From an optimization exercise on the open Yosys and OpenROAD flow, aimed at a short achievable clock period and few clock cycles; shortcuts taken in it are not production practice. In this exercise RTL edits were held to simulation tests only and were not proved equivalent to the original. Power figures rest on the tool's default switching activity, not on a simulated workload.

==> design.v <==
`timescale 1ns / 1ps
module PCPU (
    input clk,
    input rst,
    input [31:0] Data_in,
    input [31:0] inst_in,
    output [3:0] MemRW_out,
    output [31:0] PC_out_IF,
    output [31:0] Data_to_Mem,
    output [31:0] Addr_out
);
    reg [31:0] pc;           
    reg        e_sq;         
    reg        e_pt;         
    reg        e_rf;         
    reg        np;           
    reg        e_auipc0;     
    reg [31:0] e_a, e_b, e_s, e_imm, e_pc, e_pc4;    
    reg [4:0]  e_rd;
    reg        e_lb, e_lh, e_lbu, e_lhu;
    reg        e_wen, e_load, e_sb, e_sh, e_sw, e_jal, e_jalr;
    reg        r_j, r_eq, r_ne, r_lt, r_ge, r_ltu, r_geu;
    reg        fa_m, fb_m, fs_m;    
    reg        c_ab, c_mb, c_am, c_mm;  
    reg        s_add, s_sub, s_sll, s_slt, s_sltu, s_xor, s_srl, s_sra;
    reg        s_or, s_and, s_lui, s_auipc, s_link;
    reg [31:0] m_res, m_sd;
    reg [31:0] m_addr;    
    reg [3:0]  m_be;
    reg [4:0]  m_rd;
    reg        m_wen, m_load, m_lb, m_lh, m_lbu, m_lhu;
    reg [31:0] w_val;
    reg [4:0]  w_rd;
    reg        w_wen;
    wire [31:0] rf [0:31];
    assign rf[0] = 32'b0;
    genvar g;
    generate
        for (g = 1; g < 32; g = g + 1) begin : gen_reg
            reg [31:0] r;
            always @(posedge clk or posedge rst) begin
                if (rst) r <= 32'b0;
                else if (w_wen && w_rd == g) r <= w_val;
            end
            assign rf[g] = r;
        end
    endgenerate
    wire [31:0] fpc = pc;
    wire [31:0] fpc4 = fpc + 32'd4;
    assign PC_out_IF = fpc;
    wire [31:0] ins = inst_in;
    wire [4:0]  opc = ins[6:2];
    wire [2:0]  f3  = ins[14:12];
    wire [4:0]  rd  = ins[11:7];
    wire [4:0]  rs1 = ins[19:15];
    wire [4:0]  rs2 = ins[24:20];
    wire d_lui   = opc == 5'b01101;
    wire d_auipc = opc == 5'b00101;
    wire d_jal   = opc == 5'b11011;
    wire d_jalr  = opc == 5'b11001;
    wire d_br    = opc == 5'b11000;
    wire d_load  = opc == 5'b00000;
    wire d_store = opc == 5'b01000;
    wire d_opimm = opc == 5'b00100;
    wire d_op    = opc == 5'b01100;
    wire d_alu   = d_op | d_opimm;
    wire d_wen  = (d_lui | d_auipc | d_jal | d_jalr | d_load | d_alu) && rd != 5'd0;
    wire d_use1 = d_jalr | d_br | d_load | d_store | d_alu;
    wire d_use2 = d_br | d_store | d_op;
    wire d_bimm = d_opimm | d_load | d_store | d_jalr;
    wire [31:0] imm_i = {{21{ins[31]}}, ins[30:20]};
    wire [31:0] imm_s = {{21{ins[31]}}, ins[30:25], ins[11:7]};
    wire [31:0] imm_b = {{20{ins[31]}}, ins[7], ins[30:25], ins[11:8], 1'b0};
    wire [31:0] imm_u = {ins[31:12], 12'b0};
    wire [31:0] imm_j = {{12{ins[31]}}, ins[19:12], ins[20], ins[30:21], 1'b0};
    wire [31:0] d_imm = d_store ? imm_s :
                        d_br ? imm_b :
                        (d_lui | d_auipc) ? imm_u :
                        d_jal ? imm_j : imm_i;
    wire e_v = ~e_sq;
    wire a_hit_e = e_wen && e_v && e_rd == rs1;
    wire a_hit_m = m_wen && m_rd == rs1;
    wire a_hit_w = w_wen && w_rd == rs1;
    wire b_hit_e = e_wen && e_v && e_rd == rs2;
    wire b_hit_m = m_wen && m_rd == rs2;
    wire b_hit_w = w_wen && w_rd == rs2;
    wire stall = e_load && e_v && ((d_use1 && a_hit_e) || (d_use2 && b_hit_e));
    wire [31:0] tgt  = e_pc + e_imm;    
    wire [10:0] j_lo = {1'b0, fpc[9:0]} + {1'b0, imm_j[9:0]};
    wire [10:0] b_lo = {1'b0, fpc[9:0]} + {1'b0, imm_b[9:0]};
    wire [10:0] r_lo = {1'b0, e_pc[9:0]} + {1'b0, imm_i[9:0]};
    wire j_small = imm_j[31:10] == {22{imm_j[31]}};
    wire b_small = imm_b[31:10] == {22{1'b1}};
    wire r_small = imm_i[31:10] == {22{imm_i[31]}};
    wire nowrap = ~&fpc[9:2];
    wire p_jal = d_jal & j_small;
    wire p_br  = d_br & b_small;
    wire p_jr  = d_jalr & e_auipc0 & ~&e_pc[9:2] & a_hit_e & r_small;
    wire ptaken = (p_jal | p_br | p_jr) & nowrap & ~np;
    wire t_bad = d_jalr ? r_lo[10] != imm_i[31] :
                 d_jal  ? j_lo[10] != imm_j[31] : ~b_lo[10];
    wire [9:0] ptgt = d_jalr ? r_lo[9:0] : d_jal ? j_lo[9:0] : b_lo[9:0];
    wire [31:0] A = fa_m ? m_res : e_a;
    wire [31:0] B = fb_m ? m_res : e_b;
    wire [31:0] S = fs_m ? m_res : e_s;
    wire [31:0] sum_ab = e_a + e_b;
    wire [31:0] sum_mb = m_res + e_b;
    wire [31:0] sum_am = e_a + m_res;
    wire [31:0] sum_mm = {m_res[30:0], 1'b0};
    wire [31:0] dif_ab = e_a - e_b;
    wire [31:0] dif_mb = m_res - e_b;
    wire [31:0] dif_am = e_a - m_res;
    wire [31:0] sum  = ({32{c_ab}} & sum_ab) | ({32{c_mb}} & sum_mb) |
                       ({32{c_am}} & sum_am) | ({32{c_mm}} & sum_mm);
    wire [31:0] diff = ({32{c_ab}} & dif_ab) | ({32{c_mb}} & dif_mb) |
                       ({32{c_am}} & dif_am);
    wire eq  = (c_ab & (e_a == e_b)) | (c_mb & (m_res == e_b)) |
               (c_am & (e_a == m_res)) | c_mm;
    wire lt  = (c_ab & ($signed(e_a) < $signed(e_b))) | (c_mb & ($signed(m_res) < $signed(e_b))) |
               (c_am & ($signed(e_a) < $signed(m_res)));
    wire ltu = (c_ab & (e_a < e_b)) | (c_mb & (m_res < e_b)) | (c_am & (e_a < m_res));
    wire [31:0] shl  = A << B[4:0];
    wire [31:0] shr  = A >> B[4:0];
    wire [31:0] sha  = $signed(A) >>> B[4:0];
    wire [31:0] res = ({32{s_add}} & sum) | ({32{s_sub}} & diff) |
                      ({32{s_sll}} & shl) | ({32{s_srl}} & shr) | ({32{s_sra}} & sha) |
                      {31'b0, (s_slt & lt) | (s_sltu & ltu)} |
                      ({32{s_xor}} & (A ^ B)) | ({32{s_or}} & (A | B)) | ({32{s_and}} & (A & B)) |
                      ({32{s_lui}} & e_imm) | ({32{s_auipc}} & tgt) | ({32{s_link}} & e_pc4);
    wire taken = e_v & (e_rf | r_j | (r_eq & eq) | (r_ne & ~eq) | (r_lt & lt) | (r_ge & ~lt) |
                        (r_ltu & ltu) | (r_geu & ~ltu));
    wire [31:0] npc = e_rf ? e_pc : e_jalr ? sum : e_pt ? e_pc4 : tgt;
    wire [3:0] x_be = e_sq ? 4'b0000 :
                      e_sw ? 4'b1111 :
                      e_sh ? (sum[1] ? 4'b1100 : 4'b0011) :
                      e_sb ? (4'b0001 << sum[1:0]) : 4'b0000;
    wire [31:0] x_sd = e_sb ? {4{S[7:0]}} : e_sh ? {2{S[15:0]}} : S;
    assign Addr_out = m_addr;
    assign MemRW_out = m_be;
    assign Data_to_Mem = m_sd;
    wire [31:0] dsh = Data_in >> {m_res[1:0], 3'b000};
    wire [31:0] ld = m_lb  ? {{24{dsh[7]}}, dsh[7:0]} :
                     m_lbu ? {24'b0, dsh[7:0]} :
                     m_lh  ? {{16{dsh[15]}}, dsh[15:0]} :
                     m_lhu ? {16'b0, dsh[15:0]} : Data_in;
    wire [31:0] m_val = m_load ? ld : m_res;
    wire [31:0] fd_next = stall ? pc : {fpc4[31:10], ptaken ? ptgt : fpc4[9:0]};
    wire [31:0] rs1v = a_hit_m ? m_val : a_hit_w ? w_val : rf[rs1];
    wire [31:0] rs2v = b_hit_m ? m_val : b_hit_w ? w_val : rf[rs2];
    always @(posedge clk or posedge rst) begin
        if (rst) begin
            pc <= 32'b0;
            e_sq <= 1'b1;
            np <= 1'b0;
        end else begin
            np <= stall ? np : e_v & e_rf;
            pc <= taken ? npc : fd_next;
            e_sq <= taken | stall;
        end
    end
    always @(posedge clk or posedge rst) begin
        if (rst) begin
            e_a <= 0; e_b <= 0; e_imm <= 0; e_pc <= 0; e_pc4 <= 0; e_rd <= 0; e_pt <= 0; e_rf <= 0; e_auipc0 <= 0;
            e_lb <= 0; e_lh <= 0; e_lbu <= 0; e_lhu <= 0;
            e_wen <= 0; e_load <= 0; e_sb <= 0; e_sh <= 0; e_sw <= 0; e_jal <= 0; e_jalr <= 0;
            r_j <= 0; r_eq <= 0; r_ne <= 0; r_lt <= 0; r_ge <= 0; r_ltu <= 0; r_geu <= 0;
            fa_m <= 0; fb_m <= 0; fs_m <= 0; e_s <= 0;
            c_ab <= 0; c_mb <= 0; c_am <= 0; c_mm <= 0;
            s_add <= 0; s_sub <= 0; s_sll <= 0; s_slt <= 0; s_sltu <= 0; s_xor <= 0;
            s_srl <= 0; s_sra <= 0; s_or <= 0; s_and <= 0; s_lui <= 0; s_auipc <= 0; s_link <= 0;
        end else begin
            e_a <= rs1v;
            e_b <= d_bimm ? d_imm : rs2v;
            e_s <= rs2v;
            e_imm <= d_imm;
            e_pc <= fpc;
            e_pc4 <= fpc4;
            e_rd <= rd;
            e_pt <= ptaken;
            e_rf <= ptaken & t_bad;
            e_auipc0 <= d_auipc & d_wen & (ins[31:12] == 20'b0);
            e_lb  <= f3 == 3'd0;
            e_lh  <= f3 == 3'd1;
            e_lbu <= f3 == 3'd4;
            e_lhu <= f3 == 3'd5;
            fa_m <= a_hit_e;
            fb_m <= ~d_bimm & b_hit_e;
            fs_m <= b_hit_e;
            c_ab <= ~a_hit_e & ~(~d_bimm & b_hit_e);
            c_mb <=  a_hit_e & ~(~d_bimm & b_hit_e);
            c_am <= ~a_hit_e &  (~d_bimm & b_hit_e);
            c_mm <=  a_hit_e &  (~d_bimm & b_hit_e);
            s_add  <= (d_op & f3 == 3'd0 & ~ins[30]) | (d_opimm & f3 == 3'd0) | d_load | d_store;
            s_sub  <= d_op & f3 == 3'd0 & ins[30];
            s_sll  <= d_alu & f3 == 3'd1;
            s_slt  <= d_alu & f3 == 3'd2;
            s_sltu <= d_alu & f3 == 3'd3;
            s_xor  <= d_alu & f3 == 3'd4;
            s_srl  <= d_alu & f3 == 3'd5 & ~ins[30];
            s_sra  <= d_alu & f3 == 3'd5 & ins[30];
            s_or   <= d_alu & f3 == 3'd6;
            s_and  <= d_alu & f3 == 3'd7;
            s_lui  <= d_lui;
            s_auipc <= d_auipc;
            s_link <= d_jal | d_jalr;
            e_wen  <= d_wen;
            e_load <= d_load;
            e_sb   <= d_store & f3 == 3'd0;
            e_sh   <= d_store & f3 == 3'd1;
            e_sw   <= d_store & f3 == 3'd2;
            e_jal  <= d_jal;
            e_jalr <= d_jalr;
            r_j   <= (d_jal | d_jalr) & ~ptaken;
            r_eq  <= d_br & (ptaken ? f3 == 3'd1 : f3 == 3'd0);
            r_ne  <= d_br & (ptaken ? f3 == 3'd0 : f3 == 3'd1);
            r_lt  <= d_br & (ptaken ? f3 == 3'd5 : f3 == 3'd4);
            r_ge  <= d_br & (ptaken ? f3 == 3'd4 : f3 == 3'd5);
            r_ltu <= d_br & (ptaken ? f3 == 3'd7 : f3 == 3'd6);
            r_geu <= d_br & (ptaken ? f3 == 3'd6 : f3 == 3'd7);
        end
    end
    always @(posedge clk or posedge rst) begin
        if (rst) begin
            m_res <= 0; m_addr <= 0; m_sd <= 0; m_be <= 0; m_rd <= 0;
            m_wen <= 0; m_load <= 0; m_lb <= 0; m_lh <= 0; m_lbu <= 0; m_lhu <= 0;
            w_val <= 0; w_rd <= 0; w_wen <= 0;
        end else begin
            m_res  <= res;
            m_addr <= sum;
            m_sd   <= x_sd;
            m_be   <= x_be;
            m_rd   <= e_rd;
            m_wen  <= e_wen & e_v & ~e_rf;
            m_load <= e_load & e_v;
            m_lb   <= e_load & e_lb;
            m_lh   <= e_load & e_lh;
            m_lbu  <= e_load & e_lbu;
            m_lhu  <= e_load & e_lhu;
            w_val  <= m_val;
            w_rd   <= m_rd;
            w_wen  <= m_wen;
        end
    end
endmodule
==> flow/run.sh <==
#!/bin/bash
set -uo pipefail
bash standard.sh SETUP_SLACK_MARGIN=8 finish > standard_make.log 2>&1
==> standard.sh <==
#!/bin/bash
# synth_recipe.tcl (not shown) runs the flow's synth.tcl, then flattens the netlist and writes it again
# the make line also repeats each setting of config.mk as NAME=value (left out here)
make -C /OpenROAD-flow-scripts/flow DESIGN_CONFIG=/design/flow/config.mk WORK_HOME=/design/flow/orfs CLKGATE_MAP_FILE= SYNTH_SCRIPT=/design/flow/synth_recipe.tcl "${@:-finish}"
==> config.mk <==
export PLATFORM = sky130hd
export DESIGN_NAME = PCPU
export DESIGN_NICKNAME = PCPU
export VERILOG_FILES = /design/flow/design.v
export SDC_FILE = /design/flow/constraint.sdc
export NUM_CORES = 4
export LEC_CHECK = 0
export CAP_MARGIN = 20
export CORE_MARGIN = 2
export CORE_UTILIZATION = 35
export SLEW_MARGIN = 20
==> constraint.sdc <==
create_clock -name core_clock -period 12.0 [get_ports {clk}]
set_input_delay 2.4000 -clock core_clock [delete_from_list [all_inputs] [get_ports {clk}]]
set_output_delay 2.4000 -clock core_clock [all_outputs]
set_load 0.01 [all_outputs]
==> results of run 1 <==
[critical path, cell delays in order]
cell       delay (ns)
buf_6            0.09
buf_12           0.14
or2_4            0.33
buf_4            0.18
nor2_4           0.56
bufbuf_16        0.50
a22oi_1          0.10
nand2_1          0.13
nor4_4           0.06
a21oi_4          0.37
a21oi_2          0.06
o21ai_2          0.27
mux2_4           0.19
[cells by family (layout without fill, tap and decap cells)]
group,Yosys count,count (layout)
AOI/OAI and AO/OA,2520,2520
and+or+nand+nor,1798,1800
DFF,1410,1410
muxes,1202,1202
buffers and inverters,976,1608
adders and majority gates,320,320
xor gates and xnor gates,262,262
other,0,55
[metrics by stage]
step                hold WS, ns  utilization [%]
floorplan                 0.359                -
global placement          0.395             37.4
CTS                       0.419             43.1
global route              0.423             45.3
finish                    0.418             45.3
detailed placement        0.383             37.4
[worst max path at each step]
stage                startpoint      end  depth (start not counted)  slack [ns]
floorplan                   rst     c_ab                          1       -9.91
global placement     inst_in[6]    pc[2]                         13        4.44
detailed placement  inst_in[22]   e_b[1]                         12        4.64
CTS                 inst_in[20]    pc[8]                         15        7.75
global route        inst_in[24]  e_b[12]                         13        7.45
finish              inst_in[24]  e_b[12]                         13        7.35
[state kept, by name, indices dropped and copies added, names as in the netlist, 4 cells and up]
name	cells
m_sd	32
w_rd	5
e_a	32
gen.r	992
m_be	4
e_rd	5
m_rd	5
e_pc	30
e_imm	32
e_pc4	32
e_s	32
m_addr	32
w_val	32
m_res	32
e_b	32
pc	32
[area by class of cell]
cell class / instances / area [sq um] / share of cell area (%)
Multi-Input combinational cell: 6104 / 51500 / 46.8
Sequential cell: 1410 / 35500 / 32.2
Timing Repair Buffer: 1048 / 12300 / 11.2
Clock buffer: 221 / 4490 / 4.08
Tap cell: 3202 / 4010 / 3.64
Inverter: 278 / 1130 / 1.02
Clock inverter: 60 / 1020 / 0.928
Antenna cell: 55 / 138 / 0.125
Timing Repair inverter: 1 / 11.3 / 0.0102
[routing by layer]
metal | up-vias | wire (microns) | global-route usage, %
met5 | - | 870 | 1.29
met2 | 7775 | 191000 | 50.9
met1 | 42123 | 158000 | 40.4
met4 | 39 | 53700 | 29.6
met3 | 2955 | 70200 | 15.0
li1 | 33015 | - | -
[power by group]
part           switching, mW  leakage, nW  total, mW  internal (mW)
clock network           2.23         2.67       5.22           2.99
logic                   3.08         28.2       5.22           2.13
registers              0.657         19.1       5.85           5.19
[timing repair]
action | CTS | global route
hold endpoints to repair | 0 | 0
pin swaps | 274 | 326
setup endpoints to repair | 854 | 643
resized for setup | 1322 | 526
buffers inserted | 341 | 250
cloned | 35 | 35
[cell usage in the layout (no fill, tap or decap), types with 187 or more instances in the layout]
master,n
dfrtp_1,1290
mux2_2,1015
nand2_1,580
buf_4,545
a22oi_1,460
nor2_1,392
a21oi_1,383
o21ai_0,247
inv_1,241
a22o_1,236
ha_1,231
xnor2_1,193
clkbuf_16,187
==> reports/metrics.csv, run 1 <==
stage;metric;value;unit
critical_path;r2r startpoint;e_a[31];
placement;Port Buf Inserts;163;
synthesis;mux contribution to synthesized area;15.6;%
critical_path;element type at the critical path start;input port;
synthesis;syn nets;8874;
routing;Vias per Instance;6.94;
finish;Layout area overhead;29.0;%
clock_tree;clock buffer depth;3;
pwr;leak pwr;50.0;nW
synthesis;Post-Synth Simple-Gate Area;9.75;%
pwr;PwrDens;148;nW/um^2
clock_tree;TritonCTS clock tree;done;
placement;Place WS;4.64;ns
routing;detailed-route via count;85907;
floorplan;# rows;181;
routing;Post-Route WL;474000;microns
critical_path;worst reg-to-reg setup slack;7.87;ns
sta;pins over their slew limit;0;
routing;DR iter-0 viols;14619;
synthesis;Seq cells post-synth;1410;
placement;Routability Congestion;1.01;
sta;# setup viols final;0;
synthesis;Compound-Gate Fraction of Synth Area;21.4;%
clock_tree;clk root buf;clkbuf_16;
sta;Layout Skew;0.0669;ns
worst_hold_path;Worst Hold Launch;m_wen;
finish;Final Cell Area;110000;sq um
sta;crit path setup slack, layout;7.35;ns
floorplan;area of the core;243000;sq um
synthesis;Post-Synth Adder-Cell Area;4.78;%
synthesis;fraction of the yosys area taken by sequential cells;41.3;%
routing;WL per Instance;38.3;microns
clock_tree;CTS Buf Count;153;
synthesis;Synth top area share;41.3;%
floorplan;Starting Density;35.2;%
critical_path;Worst EP required;12.77;ns
critical_path;Crit. End Element;flop;
synthesis;top cells by area, synth;dfrtp_1 41%, mux2_2 14%, ha_1 4.5%;
floorplan;I/O Pins;166;
clock_tree;Worst-Skew Late Latency;0.88;ns
clock_tree;H-tree Lvls;4;
run_status;status;timing/DRC/antenna clean;
synthesis;Synth Area per Inst;10.1;sq um
grt;initial antenna violation count;50;
placement;DP Area;90800;sq um
synthesis;most frequent cell after synthesis;dfrtp_1;
placement;HPWL Detailed;272000;microns
pwr;total design power;16.3;mW
clock_tree;cts hold-fix bufs;0;
critical_path;Setup Crit Path Kind;in -> reg;
sta;Relative slew margins;11.8;%
worst_hold_path;Worst Hold Path Cells;0;
sta;slew of the pin with the lowest slew margin;1.32;ns
synthesis;Synth Instances;8488;
floorplan;Die H;498;microns
synthesis;Post-Syn Area;85300;sq um
sta;Final min period;4.65;ns
critical_path;Worst Reg-to-Reg Cells;16;
synthesis;Main synth FF type;dfrtp_1;
sta;final setup TNS;0;ns
sta;final cycle utilization of the critical path;38.8;%
routing;drt drc;0;
synthesis;main combinational cell family by area after synthesis;compound AO/OA/AOI/OAI gates;
routing;ANT nets after route;0;
synthesis;Warnings, synthesis;1;
clock_tree;Reg clk slew, reported paths;0.06;ns
run;max-cap violations;0;
sta;Max Clk Rate;215;MHz
clock_tree;CTS Sinks;1410;
routing;DR pass1 iterations;11;
floorplan;die width;498;microns
synthesis;Post-synth EDFFs;0;
synthesis;synth cell count leaders;1409 x dfrtp_1, 1045 x mux2_2, 607 x nand2_1;
critical_path;FF-to-FF End;pc[7];
critical_path;CP max FO;11;
sta;unrepaired setup endpoints after global routing;yes;
worst_hold_path;Hold Path Class;reg -> reg;
grt;total grt overflow;0;
synthesis;Yosys cell types;103;
sta;final hold violations;0;
critical_path;Arr. time, crit path;5.42;ns
finish;Final nets;9382;
finish;non-filler cells in the finished layout;12379;
placement;dpl cells;11381;
grt;largest net degree at the start of global routing;167;
grt;first-pass GRT wire length;626000;microns
finish;Fillers;22202;
synthesis;largest area contributor in the netlist;dfrtp_1;
pwr;peak supply drop;150;uV
synthesis;Post-synth ARST share;100;%
floorplan;DIE AREA;248000;sq um
worst_hold_path;worst-case hold path end point;w_wen;
synthesis;xor/xnor cell area share of the yosys netlist;2.69;%
finish;layout cell share with drive strength beyond 1;34.6;%
grt;gr usage total;35.4;%
grt;vias in the first global route;79640;
Testbench counts, summed over its fixed seeds: cycles 27,405.
==> run 2: changes to the inputs <==
--- a/design.v
+++ b/design.v
@@ -145,8 +145,14 @@
                      m_lhu ? {16'b0, dsh[15:0]} : Data_in;
     wire [31:0] m_val = m_load ? ld : m_res;
     wire [31:0] fd_next = stall ? pc : {fpc4[31:10], ptaken ? ptgt : fpc4[9:0]};
-    wire [31:0] rs1v = a_hit_m ? m_val : a_hit_w ? w_val : rf[rs1];
-    wire [31:0] rs2v = b_hit_m ? m_val : b_hit_w ? w_val : rf[rs2];
+    wire        a_rf  = ~a_hit_m & ~a_hit_w;
+    wire        s_rf  = ~b_hit_m & ~b_hit_w;
+    wire        b_rf  = ~d_bimm & s_rf;
+    wire [31:0] a_byp = a_hit_m ? m_val : w_val;
+    wire [31:0] s_byp = b_hit_m ? m_val : w_val;
+    wire [31:0] b_byp = d_bimm ? d_imm : s_byp;
+    wire [31:0] rf1 = rf[rs1];
+    wire [31:0] rf2 = rf[rs2];
     always @(posedge clk or posedge rst) begin
         if (rst) begin
             pc <= 32'b0;
@@ -169,9 +175,9 @@
             s_add <= 0; s_sub <= 0; s_sll <= 0; s_slt <= 0; s_sltu <= 0; s_xor <= 0;
             s_srl <= 0; s_sra <= 0; s_or <= 0; s_and <= 0; s_lui <= 0; s_auipc <= 0; s_link <= 0;
         end else begin
-            e_a <= rs1v;
-            e_b <= d_bimm ? d_imm : rs2v;
-            e_s <= rs2v;
+            e_a <= a_rf ? rf1 : a_byp;
+            e_b <= b_rf ? rf2 : b_byp;
+            e_s <= s_rf ? rf2 : s_byp;
             e_imm <= d_imm;
             e_pc <= fpc;
             e_pc4 <= fpc4;
==> run 2 against run 1 <==
Effect of this change: synthesized cell count shrank 1.2%; clock skew increased by 0.028 ns; setup slack improved by 0.021 ns; sequential cell count did not move; sequential power is essentially flat; critical path type unchanged; core utilization increased by 0.42 points; first-iteration DRC count is 8.3% higher; wire length grew 2.6%; register-to-register slack lost 0.05 ns; worst hold slack better by 0.023 ns; sequential share of layout area decreased by 0.29 points; die area down 0.29%.
==> reports/metrics.csv, run 2 <==
stage;metric;value;unit;change
worst_hold_path;Hold Path Class;reg -> reg;;
synthesis;most frequent cell after synthesis;dfrtp_1;;
routing;drt drc;0;;unchanged
run;max-cap violations;0;;unchanged
synthesis;Post-Syn Area;85100;sq um;-0.30%
clock_tree;Reg clk slew, reported paths;0.06;ns;about the same
clock_tree;cts hold-fix bufs;0;;unchanged
critical_path;Worst EP required;12.68;ns;-0.09 ns
sta;Layout Skew;0.0949;ns;+0.0279 ns
clock_tree;CTS Buf Count;156;;+2.0%
pwr;peak supply drop;118;uV;-21%
critical_path;Worst Reg-to-Reg Cells;18;;+2
synthesis;Seq cells post-synth;1410;;unchanged
clock_tree;TritonCTS clock tree;done;;
floorplan;Starting Density;35.1;%;-0.072 points
placement;Routability Congestion;1.03;;+1.3%
sta;final setup TNS;0;ns;unchanged
floorplan;DIE AREA;247000;sq um;-0.29%
routing;wire length on met3;72900;microns;+3.8%
routing;Vias per Instance;7.01;;+0.96%
synthesis;syn nets;8769;;-1.2%
grt;gr usage total;37.1;%;+1.8 points
synthesis;largest area contributor in the netlist;dfrtp_1;;
routing;ANT nets after route;0;;unchanged
run_status;status;timing/DRC/antenna clean;;
synthesis;Synth top area share;41.4;%;+0.12 points
grt;vias in the first global route;80608;;+1.2%
floorplan;die width;497;microns;-0.15%
synthesis;Synth Area per Inst;10.2;sq um;+0.95%
floorplan;I/O Pins;166;;unchanged
routing;WL per Instance;39.4;microns;+2.9%
synthesis;Warnings, synthesis;1;;unchanged
floorplan;area of the core;243000;sq um;about the same
critical_path;cell breakdown of the critical path;buf_12, buf_16, nand3b_1, buf_6, nor2_4, buf_6, buf_12, buf_12, a222oi_1, nand3_1, or4_4, a222oi_1, inv_1, mux2_4;;
synthesis;Yosys cell types;105;;+1.9%
routing;Top Metal Used;met5;;
clock_tree;Worst-Skew Late Latency;0.88;ns;about the same
synthesis;Post-synth ARST share;100;%;unchanged
finish;max FFs per register;992;;unchanged
placement;HPWL Detailed;280000;microns;+2.8%
finish;Layout area overhead;30.4;%;
finish;Finished Core Util;45.8;%;+0.42 points
pwr;PwrDens;144;nW/um^2;-2.4%
sta;slew of the pin with the lowest slew margin;1.37;ns;+0.0447 ns
grt;first-pass GRT wire length;651000;microns;+4.0%
sta;Max Clk Rate;216;MHz;+0.45%
critical_path;critical path's slowest cell;or4_4;;
sta;unrepaired setup endpoints after global routing;yes;;
floorplan;# rows;181;;unchanged
finish;Final nets;9361;;-0.22%
critical_path;element type at the critical path start;input port;;
clock_tree;CTS Sinks;1410;;unchanged
critical_path;Crit. End Element;flop;;
sta;pins over their slew limit;0;;unchanged
worst_hold_path;worst-case hold path end point;m_rd[4];;
synthesis;synth cell count leaders;1409 x dfrtp_1, 1048 x mux2_2, 541 x clkbuf_1;;
critical_path;Arr. time, crit path;5.30;ns;-0.12 ns
finish;most common cell after layout, fill and taps aside;dfrtp_1;;
routing;DR pass1 iterations;19;;+8
routing;DR iter-0 viols;15827;;+8.3%
synthesis;Post-synth EDFFs;0;;unchanged
critical_path;Crit path top cell by count;buf_12;;
sta;Final min period;4.63;ns;-0.0209 ns
finish;layout cell share with drive strength beyond 1;35.9;%;+1.3 points
grt;total grt overflow;0;;unchanged
clock_tree;clock buffer depth;3;;unchanged
critical_path;CP max stage delay;0.55;ns;about the same
pwr;leak pwr;50.2;nW;+0.35%
critical_path;r2r startpoint;e_b[26];;
critical_path;Setup Crit Path Kind;in -> reg;;
sta;final cycle utilization of the critical path;38.6;%;-0.17 points
critical_path;worst reg-to-reg setup slack;7.82;ns;-0.05 ns
synthesis;Synth Instances;8383;;-1.2%
routing;detailed-route via count;86483;;+0.67%
synthesis;fraction of the yosys area taken by sequential cells;41.5;%;+0.12 points
critical_path;CP Buf/Inv Count;7;;+3
critical_path;CP max FO;5;;-6
floorplan;Die H;497;microns;-0.15%
sta;# setup viols final;0;;unchanged
placement;Port Buf Inserts;163;;unchanged
clock_tree;H-tree Lvls;4;;unchanged
finish;commonest cells after routing, fill and taps aside;1304 x dfrtp_1, 1018 x mux2_2, 553 x buf_4, 442 x nand2_1, 439 x nor2_1;;
clock_tree;clk root buf;clkbuf_16;;
critical_path;delay-heaviest family, CP;buffers and inverters;;
finish;Reg with most FFs;gen.r;;
synthesis;top cells by area, synth;dfrtp_1 41%, mux2_2 14%, ha_1 4.6%;;
sta;Relative slew margins;7.83;%;-3.9 points
synthesis;Main synth FF type;dfrtp_1;;
worst_hold_path;Worst Hold Launch;e_rd[4];;
worst_hold_path;Worst Hold Path Cells;0;;unchanged
routing;metal2 WL;195000;microns;+2.3%
critical_path;FF-to-FF End;pc[21];;
routing;wl on met1;161000;microns;+1.9%
grt;largest net degree at the start of global routing;164;;-1.8%
sta;final hold violations;0;;unchanged
grt;initial antenna violation count;55;;+10%
routing;Post-Route WL;486000;microns;+2.6%
[run 2: cell types whose count changed after synthesis, moves of 36 or more]
cell,before,now
a22o_1,236,272
a222oi_1,98,148
nand4_1,84,134
a21oi_1,467,406
nor2_1,482,521
a22oi_1,496,452
o21ai_0,326,278
a221oi_1,188,260
nand2_1,607,461
nand3_1,164,214
a221o_1,108,21
[run 2: power by group]
part           switching [mW]  leakage (nW)  total, mW  internal [mW]
clock network            2.24          2.57       5.03           2.79
registers               0.666          19.1       5.87           5.20
logic                    3.05          28.5       5.13           2.07
total                    5.96          50.2       16.0           10.1
[run 2: timing repair]
item,in CTS,in global routing
resized for setup,1398,511
buffers inserted,437,224
cloned,51,12
pin swaps,317,382
endpoints found under the setup margin,901,670
endpoints found under the hold margin,0,0
[run 2: logic make-up after synthesis]
| group | Yosys count | synth area share [%] |
|---|---|---|
| fa+ha+maj | 320 | 4.79 |
| xor+xnor | 255 | 2.62 |
| simple gates | 1783 | 9.89 |
| compound gates | 2449 | 21.2 |
| buf+inv | 966 | 4.38 |
| flops | 1410 | 41.5 |
| mux | 1200 | 15.7 |
[run 2: worst max path at each step]
stage                startpoint      end  slack, ns  cells past startpoint
floorplan                   rst     c_ab      -9.91                      1
global placement    inst_in[22]  e_b[19]       4.75                     12
detailed placement  inst_in[22]  e_b[19]       4.73                     12
CTS                 inst_in[24]  e_b[13]       7.66                     13
global route        inst_in[23]  e_b[14]       7.39                     15
finish              inst_in[23]   e_b[0]       7.37                     14
[run 2: area by class of cell]
| type | instances | area (sq um) |
|---|---|---|
| inverters | 266 | 1050 |
| fillers | 21916 | 132000 |
| clock buffers | 210 | 4330 |
| well taps | 3202 | 4010 |
| repair buffers | 1129 | 13400 |
| diodes | 41 | 103 |
| multi-input cells | 6012 | 51700 |
| flip-flops and latches | 1410 | 35400 |
| clock inverters | 74 | 942 |
[run 2: routing by layer]
metal / GRT usage [%] / vias up
li1: - / 33011
met1: 41.8 / 42283
met2: 52.5 / 8013
met3: 17.5 / 3120
met4: 31.9 / 56
met5: 2.49 / -
[run 2: stage by stage]
step | area (sq um) | setup slack [ns] | hold WS, ns | cells | power [mW]
5_1_grt | 111000 | 7.39 | 0.459 | 12320 | 16.5
3_5_place_dp | 90600 | 4.73 | 0.397 | 11292 | 10.0
6_report | 111000 | 7.37 | 0.441 | 12344 | 16.0
3_3_place_gp | 90600 | 4.75 | 0.413 | 11291 | 9.98
2_1_floorplan | 85100 | -9.91 | 0.366 | 8383 | 8.29
4_1_cts | 106000 | 7.66 | 0.450 | 12064 | 15.5
[run 2: worst reg2reg max path, stage by stage (launching register included)]
cell,delay (ns)
dfrtp_2,0.50
clkinvlp_4,0.19
buf_4,0.18
ha_4,0.36
nand4_1,0.12
buf_4,0.18
nor4_4,0.27
a41o_1,0.33
a21o_4,0.20
o21ai_1,0.14
a21oi_2,0.22
mux2i_4,0.14
o31ai_4,0.33
buf_12,0.17
and2_4,0.20
buf_12,0.15
inv_6,0.07
or3_4,0.33
o211ai_2,0.07
Testbench counts of run 2, summed over its fixed seeds: cycles 27,405.
==> run 3: changes to the inputs <==
--- a/design.v
+++ b/design.v
@@ -15,7 +15,9 @@
     reg        e_rf;         
     reg        np;           
     reg        e_auipc0;     
-    reg [31:0] e_a, e_b, e_s, e_imm, e_pc, e_pc4;    
+    reg [31:0] e_a, e_imm, e_pc, e_pc4;
+    reg [31:0] e_r2, e_b2, e_s2;
+    reg        b_rf_q, s_rf_q;
     reg [4:0]  e_rd;
     reg        e_lb, e_lh, e_lbu, e_lhu;
     reg        e_wen, e_load, e_sb, e_sh, e_sw, e_jal, e_jalr;
@@ -101,6 +103,8 @@
                  d_jal  ? j_lo[10] != imm_j[31] : ~b_lo[10];
     wire [9:0] ptgt = d_jalr ? r_lo[9:0] : d_jal ? j_lo[9:0] : b_lo[9:0];
     wire [31:0] A = fa_m ? m_res : e_a;
+    wire [31:0] e_b = b_rf_q ? e_r2 : e_b2;
+    wire [31:0] e_s = s_rf_q ? e_r2 : e_s2;
     wire [31:0] B = fb_m ? m_res : e_b;
     wire [31:0] S = fs_m ? m_res : e_s;
     wire [31:0] sum_ab = e_a + e_b;
@@ -166,18 +170,21 @@
     end
     always @(posedge clk or posedge rst) begin
         if (rst) begin
-            e_a <= 0; e_b <= 0; e_imm <= 0; e_pc <= 0; e_pc4 <= 0; e_rd <= 0; e_pt <= 0; e_rf <= 0; e_auipc0 <= 0;
+            e_a <= 0; e_r2 <= 0; e_b2 <= 0; e_s2 <= 0; b_rf_q <= 0; s_rf_q <= 0; e_imm <= 0; e_pc <= 0; e_pc4 <= 0; e_rd <= 0; e_pt <= 0; e_rf <= 0; e_auipc0 <= 0;
             e_lb <= 0; e_lh <= 0; e_lbu <= 0; e_lhu <= 0;
             e_wen <= 0; e_load <= 0; e_sb <= 0; e_sh <= 0; e_sw <= 0; e_jal <= 0; e_jalr <= 0;
             r_j <= 0; r_eq <= 0; r_ne <= 0; r_lt <= 0; r_ge <= 0; r_ltu <= 0; r_geu <= 0;
-            fa_m <= 0; fb_m <= 0; fs_m <= 0; e_s <= 0;
+            fa_m <= 0; fb_m <= 0; fs_m <= 0;
             c_ab <= 0; c_mb <= 0; c_am <= 0; c_mm <= 0;
             s_add <= 0; s_sub <= 0; s_sll <= 0; s_slt <= 0; s_sltu <= 0; s_xor <= 0;
             s_srl <= 0; s_sra <= 0; s_or <= 0; s_and <= 0; s_lui <= 0; s_auipc <= 0; s_link <= 0;
         end else begin
             e_a <= a_rf ? rf1 : a_byp;
-            e_b <= b_rf ? rf2 : b_byp;
-            e_s <= s_rf ? rf2 : s_byp;
+            e_r2 <= rf2;
+            e_b2 <= b_byp;
+            e_s2 <= s_byp;
+            b_rf_q <= b_rf;
+            s_rf_q <= s_rf;
             e_imm <= d_imm;
             e_pc <= fpc;
             e_pc4 <= fpc4;
--- a/config.mk
+++ b/config.mk
@@ -7,5 +7,5 @@
 export LEC_CHECK = 0
 export CAP_MARGIN = 20
 export CORE_MARGIN = 2
-export CORE_UTILIZATION = 35
+export CORE_UTILIZATION = 45
 export SLEW_MARGIN = 20
==> run 3 against run 2 <==
Effect of this change: core utilization increased by 10 points; wire length decreased by 3.3%; register-to-register slack got worse by 0.49 ns; sequential share of layout area increased by 1.7 points; critical endpoint is now pc[27]; now fails the layout checks on antenna violations; first-iteration DRC count decreased by 19%; setup slack got worse by 0.044 ns.
==> reports/metrics.csv, run 3 <==
stage;metric;value;unit;change
routing;DR pass1 iterations;10;;-9
clock_tree;clk root buf;clkbuf_16;;
synthesis;Post-Syn Area;87300;sq um;+2.6%
grt;vias in the first global route;80042;;-0.70%
clock_tree;Reg clk slew, reported paths;0.06;ns;about the same
critical_path;Worst EP required;12.74;ns;+0.06 ns
clock_tree;Worst-Skew Late Latency;0.85;ns;-0.03 ns
clock_tree;H-tree Lvls;4;;unchanged
sta;unrepaired setup endpoints after global routing;yes;;
grt;global route hottest layer;met2;;
floorplan;Starting Density;45.3;%;+10 points
floorplan;die width;444;microns;-11%
sta;final cycle utilization of the critical path;38.9;%;+0.37 points
finish;max FFs per register;992;;unchanged
worst_hold_path;Hold Path Class;reg -> reg;;
synthesis;top cells by area, synth;dfrtp_1 41%, mux2_2 15%, a22oi_1 4.8%;;
grt;M3 GR Usage;16.0;%;-1.4 points
sta;Max Clk Rate;214;MHz;-0.94%
critical_path;CP max stage delay;0.43;ns;-0.12 ns
finish;most common cell after layout, fill and taps aside;dfrtp_1;;
grt;gr usage total;45.6;%;+8.4 points
clock_tree;TritonCTS clock tree;done;;
grt;total grt overflow;0;;unchanged
critical_path;Crit path top cell by count;buf_12;;
grt;met1 usage;53.4;%;+12 points
synthesis;Post-synth ARST share;100;%;unchanged
synthesis;Synth Area per Inst;10.2;sq um;+0.45%
floorplan;Die H;444;microns;-11%
critical_path;Arr. time, crit path;5.41;ns;+0.11 ns
synthesis;Seq cells post-synth;1444;;+2.4%
sta;final setup TNS;0;ns;unchanged
placement;Port Buf Inserts;163;;unchanged
finish;Final Cell Area;108000;sq um;-2.9%
sta;final hold violations;0;;unchanged
grt;largest net degree at the start of global routing;170;;+3.7%
critical_path;Worst Reg-to-Reg Cells;24;;+6
routing;Post-Route WL;470000;microns;-3.3%
synthesis;fraction of the yosys area taken by sequential cells;41.4;%;-0.079 points
synthesis;Warnings, synthesis;1;;unchanged
critical_path;Crit. End Element;flop;;
synthesis;Yosys cell types;94;;-10%
grt;first-pass GRT wire length;636000;microns;-2.3%
pwr;peak supply drop;121;uV;+2.7%
critical_path;Setup Crit Path Kind;reg -> reg;;
floorplan;I/O Pins;166;;unchanged
routing;DR iter-0 viols;12892;;-19%
floorplan;DIE AREA;198000;sq um;-20%
finish;Layout area overhead;23.5;%;
sta;Layout Skew;0.0470;ns;-0.0479 ns
critical_path;CP max FO;7;;+2
critical_path;instance count on the critical path;24;;+10
floorplan;# rows;161;;-11%
routing;WL per Instance;40.7;microns;+3.3%
routing;ANT nets after route;1;;+1
sta;# setup viols final;0;;unchanged
clock_tree;cts hold-fix bufs;0;;unchanged
pwr;leak pwr;49.8;nW;-0.72%
clock_tree;CTS Buf Count;160;;+2.6%
critical_path;worst reg-to-reg setup slack;7.33;ns;-0.49 ns
critical_path;Setup crit start;b_rf_q;;
synthesis;syn nets;8965;;+2.2%
finish;Finished Core Util;56.0;%;+10 points
synthesis;largest area contributor in the netlist;dfrtp_1;;
clock_tree;clock buffer depth;3;;unchanged
routing;Vias per Instance;7.28;;+4.0%
placement;Routability Congestion;1.04;;+0.94%
run_status;status;complete, but fails checks;;
critical_path;element type at the critical path start;flop;;
sta;Relative slew margins;14.4;%;+6.6 points
placement;DP Area;91800;sq um;+1.4%
sta;pins over their slew limit;0;;unchanged
placement;HPWL Detailed;284000;microns;+1.4%
synthesis;Main synth FF type;dfrtp_1;;
routing;drt drc;0;;unchanged
clock_tree;CTS Sinks;1444;;+2.4%
finish;Final nets;9276;;-0.91%
grt;routing usage on met2;65.4;%;+13 points
synthesis;Synth Instances;8563;;+2.1%
routing;detailed-route via count;84194;;-2.6%
floorplan;area of the core;193000;sq um;-21%
finish;layout cell share with drive strength beyond 1;32.0;%;-3.9 points
finish;Fillers;16521;;-25%
synthesis;synth cell count leaders;1443 x dfrtp_1, 1136 x mux2_2, 555 x a22oi_1;;
pwr;PwrDens;154;nW/um^2;+6.5%
critical_path;r2r startpoint;b_rf_q;;
synthesis;Synth top area share;41.4;%;-0.078 points
critical_path;critical path's slowest cell;dfrtp_2;;
critical_path;FF-to-FF End;pc[27];;
synthesis;Post-synth EDFFs;0;;unchanged
synthesis;most frequent cell after synthesis;dfrtp_1;;
grt;initial antenna violation count;30;;-45%
finish;commonest cells after routing, fill and taps aside;1379 x dfrtp_1, 1100 x mux2_2, 547 x a22oi_1, 452 x nand2_1, 418 x buf_4;;
critical_path;delay-heaviest family, CP;buffers and inverters;;
run_status;violated checks;antenna violations;;
finish;Reg with most FFs;gen.r;;
sta;slew of the pin with the lowest slew margin;1.27;ns;-0.0977 ns
critical_path;CP Buf/Inv Count;11;;+4
run;max-cap violations;0;;unchanged
critical_path;cell breakdown of the critical path;buf_6, buf_6, buf_12, buf_16, buf_12, mux2_4, inv_4, ha_4, buf_6, nand4_1, nor2_4, o31ai_4, buf_6, a21oi_4, nor4b_4, a31oi_2, nand3_4, mux2_4, buf_12, nor3_4, buf_12, buf_12, nor2_1, o31ai_1;;
critical_path;Worst Setup EP;pc[27];;
sta;Final min period;4.67;ns;+0.0438 ns
## run 3: cell count changes after synthesis, sizes merged, moves of 34 or more
cell / change
mux2: +87
dfrtp: +34
a21o: +45
nor2: -38
a22oi: +103
a22o: -52
a222oi: -72
## run 3: cell type report
| cell class | instances | area [sq um] | area share, % |
|---|---|---|---|
| multi-input cells | 6139 | 52300 | 48.5 |
| flip-flops and latches | 1444 | 36200 | 33.6 |
| repair buffers | 851 | 9380 | 8.70 |
| clock buffers | 223 | 4600 | 4.27 |
| well taps | 2526 | 3160 | 2.93 |
| inverters | 278 | 1110 | 1.03 |
| clock inverters | 67 | 987 | 0.916 |
| diodes | 30 | 75.1 | 0.0696 |
## run 3: kinds of logic after synthesis
logic type | share of synthesized area (%)
AO/OA/AOI/OAI | 20.8
AND/OR/NAND/NOR | 9.56
adder cells (fa/ha/maj) | 4.90
buffers and inverters | 4.33
XOR/XNOR | 2.44
multiplexers | 16.6
flip-flops | 41.4
## run 3: worst min path at each step
stage                        from      end  slack, ns  cells past startpoint
after global routing      e_rd[2]  m_rd[2]       0.47                      0
after CTS                   m_wen    w_wen       0.42                      0
after detailed placement    m_wen    w_wen       0.38                      0
after global placement      m_wen    w_wen       0.39                      0
after floorplan             m_wen    w_wen       0.36                      0
final                     m_rd[0]  w_rd[0]       0.44                      0
## run 3: layer usage
layer	up-vias	routed length, microns
met4	16	55800
li1	33042	-
met1	41765	161000
met3	2481	60500
met2	6890	193000
met5	-	366
## run 3: power breakdown
part	switching (mW)	total [mW]	internal (mW)
sequential	0.598	5.90	5.30
combinational	3.25	5.38	2.12
clock	2.24	5.31	3.07
total	6.09	16.6	10.5
## run 3: worst reg2reg max path, cell delays in order (launching register included)
cell and delay (ns):
dfrtp_2 0.43, buf_6 0.12, buf_6 0.11, buf_12 0.13, buf_16 0.16, buf_12 0.14
mux2_4 0.32, inv_4 0.08, ha_4 0.34, buf_6 0.12, nand4_1 0.13, nor2_4 0.17
o31ai_4 0.12, buf_6 0.15, a21oi_4 0.20, nor4b_4 0.08, a31oi_2 0.18, nand3_4 0.22
mux2_4 0.45, buf_12 0.15, nor3_4 0.22, buf_12 0.16, buf_12 0.13, nor2_1 0.06
o31ai_1 0.20
## run 3: stage by stage
step	total power [mW]	instances	hold WS, ns	setup slack (ns)
floorplan	8.43	8563	0.359	-10.39
global placement	10.2	10779	0.386	5.09
detailed placement	10.3	10780	0.378	5.10
CTS	16.1	11392	0.421	7.35
global route	17.0	11537	0.465	7.26
finish	16.6	11558	0.443	7.33
## run 3: what timing repair did
| item | in CTS | in global routing |
|---|---|---|
| pin swaps | 192 | 183 |
| gates resized for setup | 1170 | 372 |
| setup buffers | 308 | 120 |
| gates cloned | 14 | 14 |
| endpoints found under the setup margin | 821 | 708 |
Testbench counts of run 3, summed over its fixed seeds: cycles 27,405.
==> run 4: changes to the inputs <==
--- a/design.v
+++ b/design.v
@@ -23,7 +23,7 @@
     reg        e_wen, e_load, e_sb, e_sh, e_sw, e_jal, e_jalr;
     reg        r_j, r_eq, r_ne, r_lt, r_ge, r_ltu, r_geu;
     reg        fa_m, fb_m, fs_m;    
-    reg        c_ab, c_mb, c_am, c_mm;  
+    reg        c_ar, c_ab, c_mr, c_mb, c_am, c_mm;  
     reg        s_add, s_sub, s_sll, s_slt, s_sltu, s_xor, s_srl, s_sra;
     reg        s_or, s_and, s_lui, s_auipc, s_link;
     reg [31:0] m_res, m_sd;
@@ -107,22 +107,31 @@
     wire [31:0] e_s = s_rf_q ? e_r2 : e_s2;
     wire [31:0] B = fb_m ? m_res : e_b;
     wire [31:0] S = fs_m ? m_res : e_s;
-    wire [31:0] sum_ab = e_a + e_b;
-    wire [31:0] sum_mb = m_res + e_b;
+    wire [31:0] sum_ar = e_a + e_r2;
+    wire [31:0] sum_ab = e_a + e_b2;
+    wire [31:0] sum_mr = m_res + e_r2;
+    wire [31:0] sum_mb = m_res + e_b2;
     wire [31:0] sum_am = e_a + m_res;
     wire [31:0] sum_mm = {m_res[30:0], 1'b0};
-    wire [31:0] dif_ab = e_a - e_b;
-    wire [31:0] dif_mb = m_res - e_b;
+    wire [31:0] dif_ar = e_a - e_r2;
+    wire [31:0] dif_ab = e_a - e_b2;
+    wire [31:0] dif_mr = m_res - e_r2;
+    wire [31:0] dif_mb = m_res - e_b2;
     wire [31:0] dif_am = e_a - m_res;
-    wire [31:0] sum  = ({32{c_ab}} & sum_ab) | ({32{c_mb}} & sum_mb) |
+    wire [31:0] sum  = ({32{c_ar}} & sum_ar) | ({32{c_ab}} & sum_ab) |
+                       ({32{c_mr}} & sum_mr) | ({32{c_mb}} & sum_mb) |
                        ({32{c_am}} & sum_am) | ({32{c_mm}} & sum_mm);
-    wire [31:0] diff = ({32{c_ab}} & dif_ab) | ({32{c_mb}} & dif_mb) |
+    wire [31:0] diff = ({32{c_ar}} & dif_ar) | ({32{c_ab}} & dif_ab) |
+                       ({32{c_mr}} & dif_mr) | ({32{c_mb}} & dif_mb) |
                        ({32{c_am}} & dif_am);
-    wire eq  = (c_ab & (e_a == e_b)) | (c_mb & (m_res == e_b)) |
+    wire eq  = (c_ar & (e_a == e_r2)) | (c_ab & (e_a == e_b2)) |
+               (c_mr & (m_res == e_r2)) | (c_mb & (m_res == e_b2)) |
                (c_am & (e_a == m_res)) | c_mm;
-    wire lt  = (c_ab & ($signed(e_a) < $signed(e_b))) | (c_mb & ($signed(m_res) < $signed(e_b))) |
+    wire lt  = (c_ar & ($signed(e_a) < $signed(e_r2))) | (c_ab & ($signed(e_a) < $signed(e_b2))) |
+               (c_mr & ($signed(m_res) < $signed(e_r2))) | (c_mb & ($signed(m_res) < $signed(e_b2))) |
                (c_am & ($signed(e_a) < $signed(m_res)));
-    wire ltu = (c_ab & (e_a < e_b)) | (c_mb & (m_res < e_b)) | (c_am & (e_a < m_res));
+    wire ltu = (c_ar & (e_a < e_r2)) | (c_ab & (e_a < e_b2)) |
+               (c_mr & (m_res < e_r2)) | (c_mb & (m_res < e_b2)) | (c_am & (e_a < m_res));
     wire [31:0] shl  = A << B[4:0];
     wire [31:0] shr  = A >> B[4:0];
     wire [31:0] sha  = $signed(A) >>> B[4:0];
@@ -175,7 +184,7 @@
             e_wen <= 0; e_load <= 0; e_sb <= 0; e_sh <= 0; e_sw <= 0; e_jal <= 0; e_jalr <= 0;
             r_j <= 0; r_eq <= 0; r_ne <= 0; r_lt <= 0; r_ge <= 0; r_ltu <= 0; r_geu <= 0;
             fa_m <= 0; fb_m <= 0; fs_m <= 0;
-            c_ab <= 0; c_mb <= 0; c_am <= 0; c_mm <= 0;
+            c_ar <= 0; c_ab <= 0; c_mr <= 0; c_mb <= 0; c_am <= 0; c_mm <= 0;
             s_add <= 0; s_sub <= 0; s_sll <= 0; s_slt <= 0; s_sltu <= 0; s_xor <= 0;
             s_srl <= 0; s_sra <= 0; s_or <= 0; s_and <= 0; s_lui <= 0; s_auipc <= 0; s_link <= 0;
         end else begin
@@ -199,8 +208,10 @@
             fa_m <= a_hit_e;
             fb_m <= ~d_bimm & b_hit_e;
             fs_m <= b_hit_e;
-            c_ab <= ~a_hit_e & ~(~d_bimm & b_hit_e);
-            c_mb <=  a_hit_e & ~(~d_bimm & b_hit_e);
+            c_ar <= ~a_hit_e & ~(~d_bimm & b_hit_e) & b_rf;
+            c_ab <= ~a_hit_e & ~(~d_bimm & b_hit_e) & ~b_rf;
+            c_mr <=  a_hit_e & ~(~d_bimm & b_hit_e) & b_rf;
+            c_mb <=  a_hit_e & ~(~d_bimm & b_hit_e) & ~b_rf;
             c_am <= ~a_hit_e &  (~d_bimm & b_hit_e);
             c_mm <=  a_hit_e &  (~d_bimm & b_hit_e);
             s_add  <= (d_op & f3 == 3'd0 & ~ins[30]) | (d_opimm & f3 == 3'd0) | d_load | d_store;
--- a/config.mk
+++ b/config.mk
@@ -7,5 +7,5 @@
 export LEC_CHECK = 0
 export CAP_MARGIN = 20
 export CORE_MARGIN = 2
-export CORE_UTILIZATION = 45
+export CORE_UTILIZATION = 40
 export SLEW_MARGIN = 20
==> run 4 against run 3 <==
Effect of this change: the run now finishes clean; synthesized area up 8.7%; power rose by 8.9%; clock skew is 0.053 ns higher; synthesized cell count increased by 14%; register-to-register slack better by 0.22 ns; via count up 11%; cell area increased by 7.7%; global-route usage is 3.1 points lower; first-iteration DRC count rose by 4.8%; maximum frequency is 5.0% higher; largest power group is now combinational logic.
==> reports/metrics.csv, run 4 <==
stage;metric;value;unit;change
finish;most common cell after layout, fill and taps aside;dfrtp_1;;
finish;layout cell share with drive strength beyond 1;29.2;%;-2.8 points
sta;final cycle utilization of the critical path;37.1;%;-1.9 points
grt;first-pass GRT wire length;724000;microns;+14%
sta;smallest hold slack;0.450;ns;+0.00657 ns
critical_path;Crit. End Element;flop;;
grt;total grt overflow;0;;unchanged
grt;vias in the first global route;89542;;+12%
routing;Vias per Instance;7.02;;-3.6%
synthesis;Warnings, synthesis;1;;unchanged
synthesis;most frequent cell after synthesis;dfrtp_1;;
finish;Reg with most FFs;gen.r;;
synthesis;synth cell count leaders;1445 x dfrtp_1, 1079 x mux2_2, 619 x nor2_1;;
clock_tree;clk root buf;clkbuf_16;;
clock_tree;H-tree Lvls;4;;unchanged
sta;Layout Skew;0.100;ns;+0.0532 ns
placement;Place WS;4.95;ns;-0.148 ns
synthesis;Post-Syn Area;94900;sq um;+8.7%
finish;Layout area overhead;22.3;%;
routing;Post-Route WL;537000;microns;+14%
sta;Relative slew margins;14.4;%;-0.021 points
synthesis;Post-synth EDFFs;0;;unchanged
floorplan;Starting Density;40.3;%;-5.1 points
placement;Port Buf Inserts;163;;unchanged
routing;DR iter-0 viols;13513;;+4.8%
pwr;total design power;18.1;mW;+8.9%
pwr;Gate power share;37.0;%;+4.6 points
sta;Final min period;4.45;ns;-0.224 ns
pwr;Psw;7.08;mW;+16%
finish;Fillers;21604;;+31%
critical_path;element type at the critical path start;flop;;
clock_tree;cts hold-fix bufs;0;;unchanged
critical_path;Worst EP required;12.80;ns;+0.06 ns
critical_path;worst reg-to-reg setup slack;7.55;ns;+0.22 ns
finish;Final nets;10496;;+13%
worst_hold_path;Hold Path Class;reg -> reg;;
routing;detailed-route via count;93542;;+11%
sta;Max Clk Rate;225;MHz;+5.0%
sta;final hold violations;0;;unchanged
synthesis;Main synth FF type;dfrtp_1;;
synthesis;fraction of the yosys area taken by sequential cells;38.1;%;-3.3 points
pwr;leak pwr;53.1;nW;+6.6%
sta;unrepaired setup endpoints after global routing;yes;;
floorplan;DIE AREA;241000;sq um;+22%
clock_tree;CTS Sinks;1446;;+0.14%
placement;DP Area;100000;sq um;+9.4%
pwr;peak supply drop;151;uV;+24%
pwr;Reg power frac;32.8;%;-2.8 points
placement;HPWL Detailed;342000;microns;+21%
synthesis;largest area contributor in the netlist;dfrtp_1;;
floorplan;die width;491;microns;+10%
finish;max FFs per register;992;;unchanged
clock_tree;clock buffer depth;3;;unchanged
grt;gr usage total;42.4;%;-3.1 points
floorplan;# rows;178;;+11%
run_status;status;timing/DRC/antenna clean;;
clock_tree;Reg clk slew, reported paths;0.06;ns;about the same
synthesis;Synth top area share;38.1;%;-3.3 points
clock_tree;Worst-Skew Late Latency;0.90;ns;+0.05 ns
placement;Routability Congestion;1.07;;+3.0%
clock_tree;TritonCTS clock tree;done;;
pwr;switching fraction of total power;39.2;%;+2.5 points
routing;drt drc;0;;unchanged
routing;ANT nets after route;0;;-1
synthesis;Yosys cell types;100;;+6.4%
finish;Final Cell Area;116000;sq um;+7.7%
sta;# setup viols final;0;;unchanged
floorplan;area of the core;236000;sq um;+22%
routing;WL per Instance;40.3;microns;-0.88%
synthesis;Seq cells post-synth;1446;;+0.14%
synthesis;Synth Area per Inst;9.74;sq um;-4.5%
critical_path;CP max FO;14;;+7
synthesis;top cells by area, synth;dfrtp_1 38%, mux2_2 13%, ha_1 5.7%;;
pwr;clock share of power;30.2;%;-1.8 points
pwr;PwrDens;156;nW/um^2;+1.1%
synthesis;Synth Instances;9741;;+14%
synthesis;syn nets;10257;;+14%
floorplan;Die H;491;microns;+10%
grt;initial antenna violation count;47;;+57%
routing;DR pass1 iterations;12;;+2
sta;slew of the pin with the lowest slew margin;1.28;ns;+0.00519 ns
critical_path;Setup Crit Path Kind;reg -> reg;;
floorplan;I/O Pins;166;;unchanged
run;max-cap violations;0;;unchanged
pwr;internal power;11.0;mW;+4.6%
critical_path;Arr. time, crit path;5.25;ns;-0.16 ns
finish;commonest cells after routing, fill and taps aside;1310 x dfrtp_1, 1078 x mux2_2, 582 x a22oi_1, 537 x nor2_1, 529 x nand2_1;;
sta;final setup TNS;0;ns;unchanged
synthesis;Post-synth ARST share;100;%;unchanged
clock_tree;CTS Buf Count;159;;-0.63%
grt;largest net degree at the start of global routing;187;;+10%
sta;pins over their slew limit;0;;unchanged
sta;crit path setup slack, layout;7.55;ns;+0.224 ns
run 4: logic make-up after synthesis:
| kind of cell | share of synthesized area (%) |
|---|---|
| flops | 38.1 |
| fa+ha+maj | 6.04 |
| buf+inv | 4.51 |
| xor+xnor | 3.02 |
| mux | 15.7 |
| compound gates | 21.7 |
| simple gates | 10.9 |
run 4: path summary, 6_finish.rpt:
kind	from	end	cells past startpoint
max	e_r2[22]	pc[9]	15
max reg2reg	e_r2[22]	pc[9]	15
min in group asynchronous	rst	m_sd[7]	2
min reg2reg	pc[20]	e_pc[20]	0
max in group asynchronous	rst	gen_reg[25].r[30]	6
min	pc[20]	e_pc[20]	0
run 4: per-stage QoR:
stage | instances | utilization (%)
after floorplan | 9741 | -
after global placement | 12589 | 42.6
after detailed placement | 12590 | 42.6
after CTS | 13114 | 47.7
after global routing | 13298 | 49.2
final | 13322 | 49.3
run 4: cell type report:
| cell class | count | area, sq um | area share, % |
|---|---|---|---|
| antenna | 61 | 153 | 0.131 |
| clock buffer | 216 | 4470 | 3.85 |
| clock inverter | 76 | 1380 | 1.19 |
| inverter | 358 | 1420 | 1.22 |
| multi-input combinational | 7187 | 59700 | 51.4 |
| sequential | 1446 | 36400 | 31.3 |
| tap | 3150 | 3940 | 3.40 |
| timing repair buffer | 827 | 8670 | 7.47 |
| timing repair inverter | 1 | 5.00 | 0.00431 |
run 4: layer usage:
| layer | global-route usage [%] | share of wire [%] |
|---|---|---|
| met5 | 0.873 | 0.053 |
| met4 | 36.4 | 11 |
| met3 | 13.6 | 13 |
| met2 | 61.4 | 41 |
| met1 | 50.8 | 35 |
run 4: what timing repair did:
action	4_1_cts	5_1_grt
setup buffers	212	136
gates resized for setup	1136	457
endpoints found under the hold margin	0	0
setup endpoints to repair	1462	854
pin swaps	161	160
cloned	20	10
run 4: worst max-delay path, cell delays in order (launching register included):
cell     delay [ns]
dfrtp_1        0.33
buf_4          0.31
inv_1          0.19
ha_4           0.45
and4_1         0.30
nand4_1        0.24
or4_1          0.58
nand4_1        0.24
nor3_4         0.11
mux2i_2        0.26
nand2_1        0.15
o41a_1         0.57
nor2_4         0.25
inv_4          0.09
a211o_1        0.24
nand3_1        0.08
run 4: power groups by stage:
stage | combinational [mW] | clock, mW | sequential [mW]
floorplan | 3.23 | 0 | 5.73
global placement | 5.33 | 0 | 6.02
detailed placement | 5.33 | 0 | 6.03
CTS | 6.05 | 5.46 | 5.89
global route | 6.90 | 5.68 | 5.94
finish | 6.68 | 5.45 | 5.92
Testbench counts of run 4, summed over its fixed seeds: cycles 27,405.
==> run 5: changes to the inputs <==
--- a/design.v
+++ b/design.v
@@ -24,6 +24,7 @@
     reg        r_j, r_eq, r_ne, r_lt, r_ge, r_ltu, r_geu;
     reg        fa_m, fb_m, fs_m;    
     reg        c_ar, c_ab, c_mr, c_mb, c_am, c_mm;  
+    reg        ka_ar, ka_ab, ka_mr, ka_mb, ka_am, ka_mm, kd_ar, kd_ab, kd_mr, kd_mb, kd_am;
     reg        s_add, s_sub, s_sll, s_slt, s_sltu, s_xor, s_srl, s_sra;
     reg        s_or, s_and, s_lui, s_auipc, s_link;
     reg [31:0] m_res, m_sd;
@@ -135,7 +136,10 @@
     wire [31:0] shl  = A << B[4:0];
     wire [31:0] shr  = A >> B[4:0];
     wire [31:0] sha  = $signed(A) >>> B[4:0];
-    wire [31:0] res = ({32{s_add}} & sum) | ({32{s_sub}} & diff) |
+    wire [31:0] res = ({32{ka_ar}} & sum_ar) | ({32{ka_ab}} & sum_ab) | ({32{ka_mr}} & sum_mr) |
+                      ({32{ka_mb}} & sum_mb) | ({32{ka_am}} & sum_am) | ({32{ka_mm}} & sum_mm) |
+                      ({32{kd_ar}} & dif_ar) | ({32{kd_ab}} & dif_ab) | ({32{kd_mr}} & dif_mr) |
+                      ({32{kd_mb}} & dif_mb) | ({32{kd_am}} & dif_am) |
                       ({32{s_sll}} & shl) | ({32{s_srl}} & shr) | ({32{s_sra}} & sha) |
                       {31'b0, (s_slt & lt) | (s_sltu & ltu)} |
                       ({32{s_xor}} & (A ^ B)) | ({32{s_or}} & (A | B)) | ({32{s_and}} & (A & B)) |
@@ -166,6 +170,15 @@
     wire [31:0] b_byp = d_bimm ? d_imm : s_byp;
     wire [31:0] rf1 = rf[rs1];
     wire [31:0] rf2 = rf[rs2];
+    wire d_add = (d_op & f3 == 3'd0 & ~ins[30]) | (d_opimm & f3 == 3'd0) | d_load | d_store;
+    wire d_sub = d_op & f3 == 3'd0 & ins[30];
+    wire n_bm = ~d_bimm & b_hit_e;
+    wire n_ar = ~a_hit_e & ~n_bm & b_rf;
+    wire n_ab = ~a_hit_e & ~n_bm & ~b_rf;
+    wire n_mr =  a_hit_e & ~n_bm & b_rf;
+    wire n_mb =  a_hit_e & ~n_bm & ~b_rf;
+    wire n_am = ~a_hit_e &  n_bm;
+    wire n_mm =  a_hit_e &  n_bm;
     always @(posedge clk or posedge rst) begin
         if (rst) begin
             pc <= 32'b0;
@@ -185,6 +198,8 @@
             r_j <= 0; r_eq <= 0; r_ne <= 0; r_lt <= 0; r_ge <= 0; r_ltu <= 0; r_geu <= 0;
             fa_m <= 0; fb_m <= 0; fs_m <= 0;
             c_ar <= 0; c_ab <= 0; c_mr <= 0; c_mb <= 0; c_am <= 0; c_mm <= 0;
+            ka_ar <= 0; ka_ab <= 0; ka_mr <= 0; ka_mb <= 0; ka_am <= 0; ka_mm <= 0;
+            kd_ar <= 0; kd_ab <= 0; kd_mr <= 0; kd_mb <= 0; kd_am <= 0;
             s_add <= 0; s_sub <= 0; s_sll <= 0; s_slt <= 0; s_sltu <= 0; s_xor <= 0;
             s_srl <= 0; s_sra <= 0; s_or <= 0; s_and <= 0; s_lui <= 0; s_auipc <= 0; s_link <= 0;
         end else begin
@@ -208,14 +223,14 @@
             fa_m <= a_hit_e;
             fb_m <= ~d_bimm & b_hit_e;
             fs_m <= b_hit_e;
-            c_ar <= ~a_hit_e & ~(~d_bimm & b_hit_e) & b_rf;
-            c_ab <= ~a_hit_e & ~(~d_bimm & b_hit_e) & ~b_rf;
-            c_mr <=  a_hit_e & ~(~d_bimm & b_hit_e) & b_rf;
-            c_mb <=  a_hit_e & ~(~d_bimm & b_hit_e) & ~b_rf;
-            c_am <= ~a_hit_e &  (~d_bimm & b_hit_e);
-            c_mm <=  a_hit_e &  (~d_bimm & b_hit_e);
-            s_add  <= (d_op & f3 == 3'd0 & ~ins[30]) | (d_opimm & f3 == 3'd0) | d_load | d_store;
-            s_sub  <= d_op & f3 == 3'd0 & ins[30];
+            c_ar <= n_ar; c_ab <= n_ab; c_mr <= n_mr;
+            c_mb <= n_mb; c_am <= n_am; c_mm <= n_mm;
+            s_add  <= d_add;
+            s_sub  <= d_sub;
+            ka_ar <= d_add & n_ar; ka_ab <= d_add & n_ab; ka_mr <= d_add & n_mr;
+            ka_mb <= d_add & n_mb; ka_am <= d_add & n_am; ka_mm <= d_add & n_mm;
+            kd_ar <= d_sub & n_ar; kd_ab <= d_sub & n_ab; kd_mr <= d_sub & n_mr;
+            kd_mb <= d_sub & n_mb; kd_am <= d_sub & n_am;
             s_sll  <= d_alu & f3 == 3'd1;
             s_slt  <= d_alu & f3 == 3'd2;
             s_sltu <= d_alu & f3 == 3'd3;
==> run 5 against run 4 <==
Effect of this change: still clean; count of clock-buffer cells in the layout is 8 higher; synthesized cell count is 1.4% higher; non-clock buffer count is 57 higher; core utilization rose by 0.32 points; wire length increased by 2.8%; worst hold slack worse by 0.0056 ns; via count is 3.5% higher; die area up 0.96%; power is 24% higher; clock skew grew 0.0023 ns; global-route usage grew 0.85 points; final cell count increased by 1.3%; largest cell class unchanged.
==> reports/metrics.csv, run 5 <==
stage;metric;value;unit;change
run_status;status;timing/DRC/antenna clean;;
sta;Max Clk Rate;214;MHz;-4.9%
synthesis;synth cell count leaders;1454 x dfrtp_1, 1061 x mux2_2, 621 x nor2_1;;
sta;slew of the pin with the lowest slew margin;1.31;ns;+0.0325 ns
clock_tree;CTS Buf Count;162;;+1.9%
worst_hold_path;Hold Path Class;reg -> reg;;
clock_tree;cts hold-fix bufs;0;;unchanged
placement;HPWL Detailed;348000;microns;+1.5%
floorplan;Starting Density;40.2;%;about the same
sta;Relative slew margins;12.2;%;-2.2 points
synthesis;Main synth FF type;dfrtp_1;;
critical_path;critical path's slowest cell;dfrtp_2;;
run;max-cap violations;0;;unchanged
finish;Final nets;10674;;+1.7%
sta;Layout Skew;0.102;ns;+0.00228 ns
clock_tree;CTS Sinks;1455;;+0.62%
clock_tree;Worst-Skew Late Latency;0.87;ns;-0.03 ns
worst_hold_path;Worst Hold Launch;m_wen;;
synthesis;most frequent cell after synthesis;dfrtp_1;;
worst_hold_path;worst-case hold path end point;w_wen;;
critical_path;Crit path top cell by count;buf_6;;
floorplan;area of the core;238000;sq um;+1.0%
critical_path;FF-to-FF End;pc[11];;
finish;Final Cell Area;118000;sq um;+1.7%
critical_path;Setup Crit Path Kind;reg -> reg;;
clock_tree;clk root buf;clkbuf_16;;
critical_path;Arr. time, crit path;5.46;ns;+0.21 ns
placement;dpl cells;12705;;+0.91%
routing;Post-Route WL;552000;microns;+2.8%
critical_path;cell breakdown of the critical path;inv_4, buf_6, ha_4, inv_2, fa_2, a21oi_4, nor2_4, o311ai_4, nand4b_1, buf_6, a311oi_4, a311oi_2, nand2_4, mux2_4, a2111oi_4, buf_6, buf_12, a21o_4, inv_6, or3_1, o211ai_2;;
critical_path;Crit. End Element;flop;;
critical_path;r2r startpoint;e_a[0];;
critical_path;Worst EP required;12.78;ns;-0.02 ns
pwr;leak pwr;53.0;nW;-0.23%
[run 5: cell types whose count changed in the layout (fill, tap and decap cells not counted), sizes merged, moves of 15 or more]
cell     delta
o31ai      -17
inv        +57
o2111ai    -15
o21ai      +17
mux2       -16
a21oi      +30
a22oi      +21
diode      -23
a221oi     +54
buf        +48
nor3       -20
[run 5: layout make-up]
class                           instances  area [sq um]
Clock buffer                          224          4640
Sequential cell                      1455         36600
Timing Repair Buffer                  884          9400
Tap cell                             3167          3960
Inverter                              422          1680
Fill cell                           21603        120000
Antenna cell                           38          95.1
Clock inverter                         73          1040
Multi-Input combinational cell       7233         60700
[run 5: worst max-delay path: cells and delay by family, from the launching register on]
kind | cells | cell delay, ns
buffers and inverters | 7 | 0.77
adders and majority gates | 2 | 0.50
DFF | 1 | 0.50
and+or+nand+nor | 4 | 0.82
muxes | 1 | 0.34
AOI/OAI and AO/OA | 7 | 1.65
[run 5: what timing repair did]
action | CTS | global route
endpoints found under the setup margin | 1354 | 173
cloned | 23 | 12
resized for setup | 1205 | 540
buffers inserted | 277 | 140
pin swaps | 195 | 197
[run 5: through the flow]
step	worst slack, ns	utilization [%]
final	7.32	49.6
after global routing	7.29	49.6
after CTS	7.35	47.9
after detailed placement	4.95	42.5
after global placement	4.99	42.5
after floorplan	-10.54	-
[run 5: how the worst max path moves through the flow]
stage	slack, ns	start	depth (start not counted)	to
2_1_floorplan	-10.54	rst	1	b_rf_q
6_report	7.32	e_a[0]	21	pc[11]
4_1_cts	7.35	e_a[0]	17	pc[30]
3_5_place_dp	4.95	inst_in[15]	10	pc[1]
5_1_grt	7.29	e_a[0]	21	pc[28]
3_3_place_gp	4.99	inst_in[15]	10	pc[0]
[run 5: power breakdown]
group          total, mW  switching (mW)  leakage, nW  internal (mW)
Sequential          6.81            1.17         19.5           5.64
Combinational       10.2            6.38         30.7           3.78
Clock               5.38            2.32         2.76           3.06
[run 5: kinds of logic after synthesis]
group           share of synthesized area (%)
buf+inv                                  4.84
compound gates                           22.3
flops                                    38.0
mux                                      15.3
simple gates                             10.5
xor+xnor                                 3.05
fa+ha+maj                                5.99
[run 5: layer usage]
metal | vias up | routed length [microns] | track usage [%]
li1 | 37738 | - | -
met1 | 47784 | 188000 | 51.0
met2 | 8348 | 220000 | 60.6
met3 | 2866 | 77000 | 16.7
met4 | 49 | 65900 | 38.9
met5 | - | 719 | 0.333
Testbench counts of run 5, summed over its fixed seeds: cycles 27,405.

Check on run 5: ideal ports give 7.322 ns setup slack; a clkbuf_16 on the clock port and buf_2 on the inputs give 7.322 ns; moving port delays by the midpoint clock arrival (0.906 ns) as well gives 6.547 ns.
